This is an optimization exercise on Yosys and OpenROAD, whose aim is small area, a short achievable clock period and few clock cycles, not a production implementation. Where RTL was checked, it was by simulation tests only, not by an equivalence proof against the original.

before:
==> flow/design.v (excerpt) <==
module  CONV(
            input		  clk,
            input		  reset,
            output		  busy,
            input		  ready,
            output [11:0] iaddr,
            input  [19:0] idata,
            output	 	  cwr,
            output [11:0] caddr_wr,
            output [19:0] cdata_wr,
            output	 	  crd,
            output [11:0] caddr_rd,
            input  [19:0] cdata_rd,
            output [ 2:0] csel
        );
reg        busy_r;
reg        wact;       
reg  [6:0] rx;         
reg  [6:0] ry;         
reg  [3:0] rr;         
reg  [3:0] ws;         
reg  [6:0] wq;         
reg  [3:0] wr;         
reg        cwr_r, csel1_r;
reg [11:0] caddr_wr_r, caddr_rd_r;
reg [19:0] cdata_wr_r;
reg [19:0] rb, pm, pa_r;
assign busy     = busy_r;
assign iaddr    = {ry[5:0], rx[5:0]};
assign cwr      = cwr_r;
assign caddr_wr = caddr_wr_r;
assign cdata_wr = cdata_wr_r;
assign crd      = busy_r;
assign caddr_rd = caddr_rd_r;
assign csel     = {1'b0, csel1_r, 1'b1};
wire start = !busy_r && ready;
wire fin   = wact && ws == 4'd8 && wq == 7'd2;
always @(posedge clk) begin
    if (start) begin
        rx <= 7'd64;
        ry <= 7'h77;           
        rr <= 4'd0;
    end else if (rr == 4'd9) begin
        rr <= 4'd0;
        if (rx == 7'd64) begin
            rx <= 7'd0;
            ry <= ry - 7'd1;
        end else begin
  ...
clock: 10.0 ns
lec_check: 0
cap_margin: 20
core_margin: 2
core_utilization: 40
cts_cluster_diameter: 100
cts_cluster_size: 25
slew_margin: 20
synth_hierarchical: 1
standard.sh (not shown) runs the stock make flow with config.mk's settings and CLKGATE_MAP_FILE= SYNTH_SCRIPT=/design/flow/synth_recipe.tcl, a recipe that flattens the netlist after the stock synthesis.
==> flow/flow/run.sh <==
#!/bin/bash
# Own layout flow: the standard flow (standard.sh, unchanged synthesis,
# floorplan, power grid and tap cells), with buf_2 cells as the port buffers
# instead of the delay buffer buffer_ports picks by default, and repair_timing
# aiming for 6.8 ns of setup slack.
# The full make/ORFS output goes to flow_standard.log in the work folder;
# ORFS also keeps a log per step under orfs/logs.
set -euo pipefail
bash standard.sh \
  "BUFFER_PORTS_ARGS=-buffer_cell sky130_fd_sc_hd__buf_2" \
  SETUP_SLACK_MARGIN=6.8 \
  finish > flow_standard.log 2>&1
For after, these inputs were changed with respect to before:
--- a/flow/design.v
+++ b/flow/design.v
@@ -2197,24 +2197,23 @@
 wire w2134 = ~w2038;
 wire w2135, w2136;
 CONV_fa uw2135 (w1959, w2040, w2134, w2135, w2136);
 wire w2137 = ~w2041;
 wire w2138, w2139;
 CONV_fa uw2138 (w2042, w1961, w2137, w2138, w2139);
 wire w2140 = ~w2044;
 wire w2141, w2142;
 CONV_fa uw2141 (r1[241], w2043, w2140, w2141, w2142);
-wire [16:0] lowsum = {1'b0, {w2076, w2073, w2070, w2068, ~w2065, ~w2062, w2059, w2056, w2053, ~w2050, w2047, ~w2046, ~r1[4], r1[3], r1[1], ~r1[0]}} + {1'b0, {~w2078, w2075, w2072, w2069, w2067, ~w2064, ~w2061, w2058, w2055, w2052, ~w2049, ~r1[8], r1[5], 1'b0, ~r1[2], 1'b0}};
-reg [44:0] r2;
-always @(posedge clk) r2 <= {w2045, w2142, w2141, w2139, w2138, w2136, w2135, w2133, w2132, w2130, w2129, w2127, w2126, w2124, w2123, w2121, w2120, w2118, w2117, w2115, w2114, w2112, w2111, w2109, w2108, w2106, w2105, w2103, w2102, w2100, w2099, w2097, w2096, w2094, w2093, w2091, w2090, w2088, w2087, w2085, w2084, w2082, w2081, w2079, lowsum[16]};
-wire [37:0] suma = {~r2[43], r2[41], ~r2[39], r2[37], ~r2[35], ~r2[33], r2[31], r2[29], r2[27], ~r2[25], ~r2[23], r2[21], r2[19], r2[17], r2[15], ~r2[13], r2[11], r2[9], r2[7], r2[5], r2[3], ~r2[1], 1'b0, 1'b0, 1'b0, 1'b0, 1'b0, 1'b0, 1'b0, 1'b0, 1'b0, 1'b0, 1'b0, 1'b0, 1'b0, 1'b0, 1'b0, 1'b0};
-wire [37:0] sumb = {~r2[44], ~r2[42], r2[40], ~r2[38], r2[36], ~r2[34], ~r2[32], r2[30], r2[28], r2[26], ~r2[24], ~r2[22], r2[20], r2[18], r2[16], r2[14], ~r2[12], r2[10], r2[8], r2[6], r2[4], r2[2], 1'b0, 1'b0, 1'b0, 1'b0, 1'b0, 1'b0, 1'b0, 1'b0, 1'b0, 1'b0, 1'b0, 1'b0, 1'b0, 1'b0, 1'b0, 1'b0};
-wire [37:0] acc = {suma[37:16] + sumb[37:16] + r2[0], 16'd0};
+reg [73:0] r2;
+always @(posedge clk) r2 <= {w2045, w2142, w2141, w2139, w2138, w2136, w2135, w2133, w2132, w2130, w2129, w2127, w2126, w2124, w2123, w2121, w2120, w2118, w2117, w2115, w2114, w2112, w2111, w2109, w2108, w2106, w2105, w2103, w2102, w2100, w2099, w2097, w2096, w2094, w2093, w2091, w2090, w2088, w2087, w2085, w2084, w2082, w2081, w2079, w2078, w2076, w2075, w2073, w2072, w2070, w2069, w2068, w2067, w2065, w2064, w2062, w2061, w2059, w2058, w2056, w2055, w2053, w2052, w2050, w2049, w2047, r1[8], w2046, r1[5], r1[4], r1[3], r1[2], r1[1], r1[0]};
+wire [37:0] suma = {~r2[72], r2[70], ~r2[68], r2[66], ~r2[64], ~r2[62], r2[60], r2[58], r2[56], ~r2[54], ~r2[52], r2[50], r2[48], r2[46], r2[44], ~r2[42], r2[40], r2[38], r2[36], r2[34], r2[32], ~r2[30], r2[28], r2[26], r2[24], r2[22], ~r2[20], ~r2[18], r2[16], r2[14], r2[12], ~r2[10], r2[8], ~r2[6], ~r2[4], r2[3], r2[1], ~r2[0]};
+wire [37:0] sumb = {~r2[73], ~r2[71], r2[69], ~r2[67], r2[65], ~r2[63], ~r2[61], r2[59], r2[57], r2[55], ~r2[53], ~r2[51], r2[49], r2[47], r2[45], r2[43], ~r2[41], r2[39], r2[37], r2[35], r2[33], r2[31], ~r2[29], r2[27], r2[25], r2[23], r2[21], ~r2[19], ~r2[17], r2[15], r2[13], r2[11], ~r2[9], ~r2[7], r2[5], 1'b0, ~r2[2], 1'b0};
+wire [37:0] acc  = suma + sumb;
 wire [19:0] relu = acc[37] ? 20'd0 : acc[35:16];
 wire       wlow  = wq < 7'd2;
 wire [6:0] wq2   = wlow ? wq + 7'd65 : wq;
 wire [6:0] pt    = wq2 - 7'd3;
 wire [4:0] pi    = pt[5:1];        
 wire       ph    = pt[0];          
 wire [3:0] psx   = wlow ? ws - 4'd1 : ws;
 wire       pact  = wq != 7'd2 && !(ws == 4'd0 && wlow);
 wire       l0we  = wq != 7'd0 && ws != 4'd8;
Results
after against before: final critical path time including I/O delays and setup shows a reduction of 160 ps, count of clock-buffer cells in the layout shows a reduction of about 3.7%, placed wire-length estimate after detailed placement shows a reduction of 3.1%, synthesized area shows an increase of about 2.7%, met3 wirelength from detailed routing shows an increase of 43%.
Comparing after and before, number of diodes is higher on before.
Testbench counts of after, summed over its fixed seeds: cycles 94,302.
Only the layout flow was run in before; the RTL was not checked for function there.

## afterwards: timing with drivers on the ports
No port has a modelled driver above. Below, the same layouts with a new extraction and two added sets of constraints.
Step 1 (the two cells are an assumption about what drives the block):
set clk [get_ports {clk}]
set_driving_cell -lib_cell sky130_fd_sc_hd__clkbuf_16 $clk
set_driving_cell -lib_cell sky130_fd_sc_hd__buf_2 [delete_from_list [all_inputs] $clk]
Step 2 moves the port delays by t, midway between the first and last clock arrival at a register: inputs arrive t later, outputs are due t later. That takes back most of the time a late clock gives input paths.
a / b / c = ideal ports / drivers / drivers and shift; a / b = the first two.
run	t (ns)	setup WS [ns]	worst hold slack (ns)
before	0.734	6.639 / 6.639 / 6.639	0.315 / 0.315 / 0.315
after	0.731	6.796 / 6.735 / 6.796	0.312 / 0.312 / 0.312
After both steps every run listed still meets setup and hold.
